This is an optimization exercise on Yosys and OpenROAD, whose aim is small area and a short achievable clock period, not a production implementation.
Function was checked by simulation only, so behaviour that the tests miss may differ from the original.

Setup of indigo:
## dadda_32_reg
module dadda_32_reg(clk, A, B, Y);
    input clk;
    input [31:0] A;
    input [31:0] B;
    output reg [63:0] Y;
    reg [31:0] a_r, b_r;
    wire [63:0] p;
    dadda_32 mult(.A(a_r), .B(b_r), .Y(p));
    always @(posedge clk) begin
        a_r <= A;
        b_r <= B;
        Y   <= p;
    end
endmodule
Size: ~2500 cells after synthesis, roughly 130 flip-flops, about 130 I/O pins, roughly 26000 um^2 of cells after synthesis.
export LEC_CHECK = 0
export CAP_MARGIN = 20
export CORE_MARGIN = 2
export CORE_UTILIZATION = 55
export SLEW_MARGIN = 20
export SYNTH_HIERARCHICAL = 1
export SYNTH_MINIMUM_KEEP_SIZE = 0
create_clock -name core_clock -period 24.0 [get_ports {clk}]
standard.sh (not shown) runs the stock make flow with config.mk's settings and CLKGATE_MAP_FILE= SYNTH_SCRIPT=/design/flow/synth_recipe.tcl, a recipe that flattens the netlist after the stock synthesis.
==> flow/flow/run.sh <==
#!/bin/bash
# The standard layout, with timing repair aiming for a setup slack of
# 17.5 ns at the design's 24 ns clock, so that the achieved period shrinks.
bash standard.sh SETUP_SLACK_MARGIN=17.5 finish > standard.log 2>&1
indigo ran to completion and came out clean on the timing, design-rule and antenna checks.
Modified inputs, fjord compared to indigo
Settings: CORE_UTILIZATION changed from 55 to 40.
--- outcome ---
- [compare] base=indigo new=fjord: clock-buffer cell count shows a reduction of 1, final-layout clock-cell area share was more or less identical, final area picked up an extra 99 um^2.
- Sort fjord and indigo by number of fill cells in the layout, descending, and fjord comes first.
- Number of vias in the routed layout: fjord < indigo
- Going from indigo to fjord, the length of routed met2 wiring was found to have gone up by 0.35%.
- fjord vs. indigo: core area went up by 38%.
### fjord -> maple
Settings: CTS_BUF_LIST now sky130_fd_sc_hd__clkbuf_4 sky130_fd_sc_hd__clkbuf_8, previously not set; CORE_UTILIZATION now 55, was 40.
==> flow/flow/run.sh <==
#!/bin/bash
# The standard layout, with timing repair aiming for a setup slack of
# 17.5 ns at the design's 24 ns clock, so that the achieved period shrinks,
# and the smallest buffer on each port.
bash standard.sh SETUP_SLACK_MARGIN=17.5 'BUFFER_PORTS_ARGS=-buffer_cell sky130_fd_sc_hd__buf_1' finish > standard.log 2>&1
## What came out
- Result for fjord and maple: all clean
- Taking fjord as the reference point, the flip-flop and latch share of the layout cell area of maple rises by 0.41 points.
- Cell total after placement (maple over fjord): decrease, 248
- Re clock edge transition at the registers on the reported setup and hold paths: maple is 0.04 ns up on fjord.
- Row number of detailed-routing iterations run before antenna repair: maple higher / fjord lower
- Sum of routed wire length over all layers (higher): fjord
- Across both runs, number of cells on the critical path was higher for maple than for fjord.
- maple against fjord: met1 layer wirelength in the final routing neither gained nor lost much.

* * *

dadda_32_reg, a different RTL version from the one above (not shown whole).
Size: roughly 2500 cells after synthesis, roughly 130 flip-flops, roughly 130 I/O pins.
Settings: LEC_CHECK=0, CAP_MARGIN=20, CORE_MARGIN=2, CORE_UTILIZATION=62, CTS_BUF_LIST=sky130_fd_sc_hd__clkbuf_8, PLACE_DENSITY=0.7, SLEW_MARGIN=20, SYNTH_HIERARCHICAL=1, SYNTH_MINIMUM_KEEP_SIZE=0; clock period 24.0 ns.
==> flow/flow/run.sh <==
#!/bin/bash
# The standard layout, with timing repair aiming for a setup slack of
# 18 ns at the design's 24 ns clock, so that the achieved period shrinks,
# the smallest buffer on each port, and a light load in ABC's mapping so that
# the single-gate modules map to the smallest cells (timing repair sizes them).
bash standard.sh SETUP_SLACK_MARGIN=18 'BUFFER_PORTS_ARGS=-buffer_cell sky130_fd_sc_hd__buf_1' ABC_LOAD_IN_FF=1 finish > standard.log 2>&1
The baseline finished with timing, DRC and antenna clean.
==> next run, changes <==
- CAP_MARGIN: 20 -> 0
- CORE_UTILIZATION: 62 -> 55
- PLACE_DENSITY: 0.7 -> default
- SLEW_MARGIN: 20 -> 0
The new run went through all stages and came out clean.
Worst setup slack gains 0.043 ns.
Core utilization falls by 8.5 points.
Global-route usage falls by 2.5 points.
Cell area is about the same.
Routed wire length rises by a few percent.
Hold slack gains 0.025 ns.
Count of clock-buffer cells in the layout falls by 1.
Critical path depth does not change.
Non-clock buffer count rises by 4.
==> next run, changes <==
- CAP_MARGIN: 0 -> 20
- GPL_ROUTABILITY_DRIVEN: default -> 0
- SLEW_MARGIN: 0 -> 20
- The new run finished clean
- via count drops by 0.62%
- count of clock-buffer cells in the layout stays the same
- worst setup slack barely changes
- final cell count drops by about 0.5%
- first-iteration DRC count drops by 6.5%
- clock skew barely changes
==> next run, changes <==
==> flow/flow/run.sh (replaced) <==
#!/bin/bash
# The standard layout, with timing repair aiming for a setup slack of
# 18.25 ns at the design's 24 ns clock, so that the achieved period shrinks,
# the smallest buffer on each port, and a light load in ABC's mapping so that
# the single-gate modules map to the smallest cells (timing repair sizes them).
bash standard.sh SETUP_SLACK_MARGIN=18.25 'BUFFER_PORTS_ARGS=-buffer_cell sky130_fd_sc_hd__buf_1' ABC_LOAD_IN_FF=1 finish > standard.log 2>&1
- GPL_ROUTABILITY_DRIVEN: 0 -> default
- The new run went through all stages and came out clean
- wire length came out higher by 10%
- first-iteration DRC count came out higher by 21%
- final cell count goes up by 2.4%
- synthesized cell count is unchanged
- via count grows by 3.8%
- non-clock buffer count is higher by 85
- register-to-register slack gains 0.08 ns
- fmax came out higher by 1.7%

* * *

## run 1
dadda_32_reg, a different RTL version from the one above (not shown whole).
Size in the first run: ~2,500 cells after synthesis, ~130 flip-flops, about 26,000 µm² of cells after synthesis.
// dadda_32_reg
module dadda_32_reg(clk, A, B, Y);
    input clk;
    input [31:0] A;
    input [31:0] B;
    output reg [63:0] Y;
    reg [31:0] a_r, b_r;
    wire [63:0] p;
    dadda_32 mult(.A(a_r), .B(b_r), .Y(p));
    always @(posedge clk) begin
        a_r <= A;
        b_r <= B;
        Y   <= p;
    end
endmodule
export LEC_CHECK = 0
export CAP_MARGIN = 20
export CORE_MARGIN = 2
export CORE_UTILIZATION = 40
export SLEW_MARGIN = 20
export SYNTH_HIERARCHICAL = 1
export SYNTH_MINIMUM_KEEP_SIZE = 0
create_clock -name core_clock -period 24.0 [get_ports {clk}]
==> flow/flow/run.sh <==
#!/bin/bash
# The standard layout, with timing repair aiming for a setup slack of
# 17.5 ns at the design's 24 ns clock, so that the achieved period shrinks.
bash standard.sh SETUP_SLACK_MARGIN=17.5 finish > standard.log 2>&1
Inputs modified between run 1 and run 2:
==> flow/run.sh (new file) <==
#!/bin/bash
# synth_recipe.tcl (not shown) runs the flow's synth.tcl, then flattens the netlist and writes it again
# the make line also repeats each setting of config.mk as NAME=value (left out here)
make -C /OpenROAD-flow-scripts/flow DESIGN_CONFIG=/design/flow/config.mk WORK_HOME=/design/flow/orfs CLKGATE_MAP_FILE= SYNTH_SCRIPT=/design/flow/synth_recipe.tcl finish
removed: flow/flow/run.sh
removed: flow/standard.sh
Changes observed in run 2 relative to run 1: register cell area after layout fell about 1.8%; final standard cell utilization of the core saw a decrease. Re sequential fraction of the synthesis area: no difference whatsoever between run 2 and run 1. Launching instance or port of the critical path = b_r[11]: run 2; launching instance or port of the critical path = b_r[21]: run 1. Taking run 1 as the reference, in run 2 filler-free cell count of the finished design fell about 2.3%, share of cells above drive strength 1 fell 8.5 points. Run 2 improves on run 1 in via count.
Input-level comparison between run 3 and run 2:
==> flow/flow/run.sh (new file) <==
#!/bin/bash
# The standard layout, with timing repair aiming for a setup slack of
# 16.5 ns at the design's 24 ns clock, so that the achieved period shrinks.
bash standard.sh SETUP_SLACK_MARGIN=16.5 finish > standard.log 2>&1
==> flow/standard.sh (new file) <==
#!/bin/bash
# synth_recipe.tcl (not shown) runs the flow's synth.tcl, then flattens the netlist and writes it again
# the make line also repeats each setting of config.mk as NAME=value (left out here)
make -C /OpenROAD-flow-scripts/flow DESIGN_CONFIG=/design/flow/config.mk WORK_HOME=/design/flow/orfs CLKGATE_MAP_FILE= SYNTH_SCRIPT=/design/flow/synth_recipe.tcl "${@:-finish}"
removed: flow/run.sh
==> run summary <==
Run 3 vs. run 2: clock-cell share of area essentially unchanged, worst path setup slack after routing increased 0.93 ns.
| detailed-route wire length per cell | run 3 vs run 2 | ≈ equal |
> inputs changed (run 3 -> run 4)
==> flow/flow/run.sh <==
#!/bin/bash
# The standard layout, with timing repair aiming for a setup slack of
# 19.5 ns at the design's 24 ns clock, so that the achieved period shrinks.
bash standard.sh SETUP_SLACK_MARGIN=19.5 finish > standard.log 2>&1
### Flow results
Run 3 → run 4: logic depth of the worst path, buffers included shrank by 3; portion of the clock cycle consumed by the worst path in the final layout saw a decrease. Taking run 4 as 1.0, run 3 lands at 0.57 on non-clock buffer count. Synthesized cell count: run 3 vs run 4 — no meaningful difference. Going from run 3 to run 4, overall die height held steady; required time of the worst setup path up 0.03 ns; final critical-path setup slack higher. There was hardly any difference in proportion of cell area spent on the clock network between run 3 and run 4. Worst setup timing slack at the placement stage delta (run 4 − run 3): favourable.

-- what the ideal ports hide --
Ports are ideal in the flow. The routed layouts listed here were re-timed in OpenROAD. Step 1 assumes that a clkbuf_16 drives the clock port and a buf_2 every other input. Step 2 adds t to the input delays and takes it off the output delays; t is the mean of the earliest and latest rising clock arrival at the registers after step 1. Input paths then give back, and output paths get back, about the clock's delay inside the block. Three values: ideal ports, drivers, drivers and shift; two values: the first two.
run | t (ns) | slack for setup (ns) | worst hold slack (ns)
indigo | 0.556 | 17.569 / 17.569 / 17.569 | 0.583 / 0.583 / 0.583
fjord | 0.564 | 17.522 / 17.522 / 17.522 | 0.581 / 0.581 / 0.581
maple | 0.615 | 17.513 / 17.513 / 17.513 | 0.575 / 0.575 / 0.575
the first run of note 2 | 0.637 | 18.014 / 17.959 / 18.014 | 0.941 / 0.941 / 0.941
the second run of note 2 | 0.631 | 18.057 / 17.999 / 18.089 | 0.966 / 0.966 / 0.966
the third run of note 2 | 0.638 | 18.055 / 17.994 / 18.092 | 0.993 / 0.993 / 0.993
the fourth run of note 2 | 0.625 | 18.155 / 18.096 / 18.171 | 0.966 / 0.966 / 0.966
run 1 | 0.564 | 17.384 / 17.384 / 17.384 | 0.720 / 0.720 / 0.720
run 2 | 0.562 | 15.755 / 15.755 / 15.755 | 0.761 / 0.761 / 0.761
run 3 | 0.563 | 16.682 / 16.682 / 16.682 | 0.624 / 0.624 / 0.624
run 4 | 0.558 | 17.432 / 17.432 / 17.432 | 0.535 / 0.535 / 0.535
After both steps setup and hold are still met in every run listed.
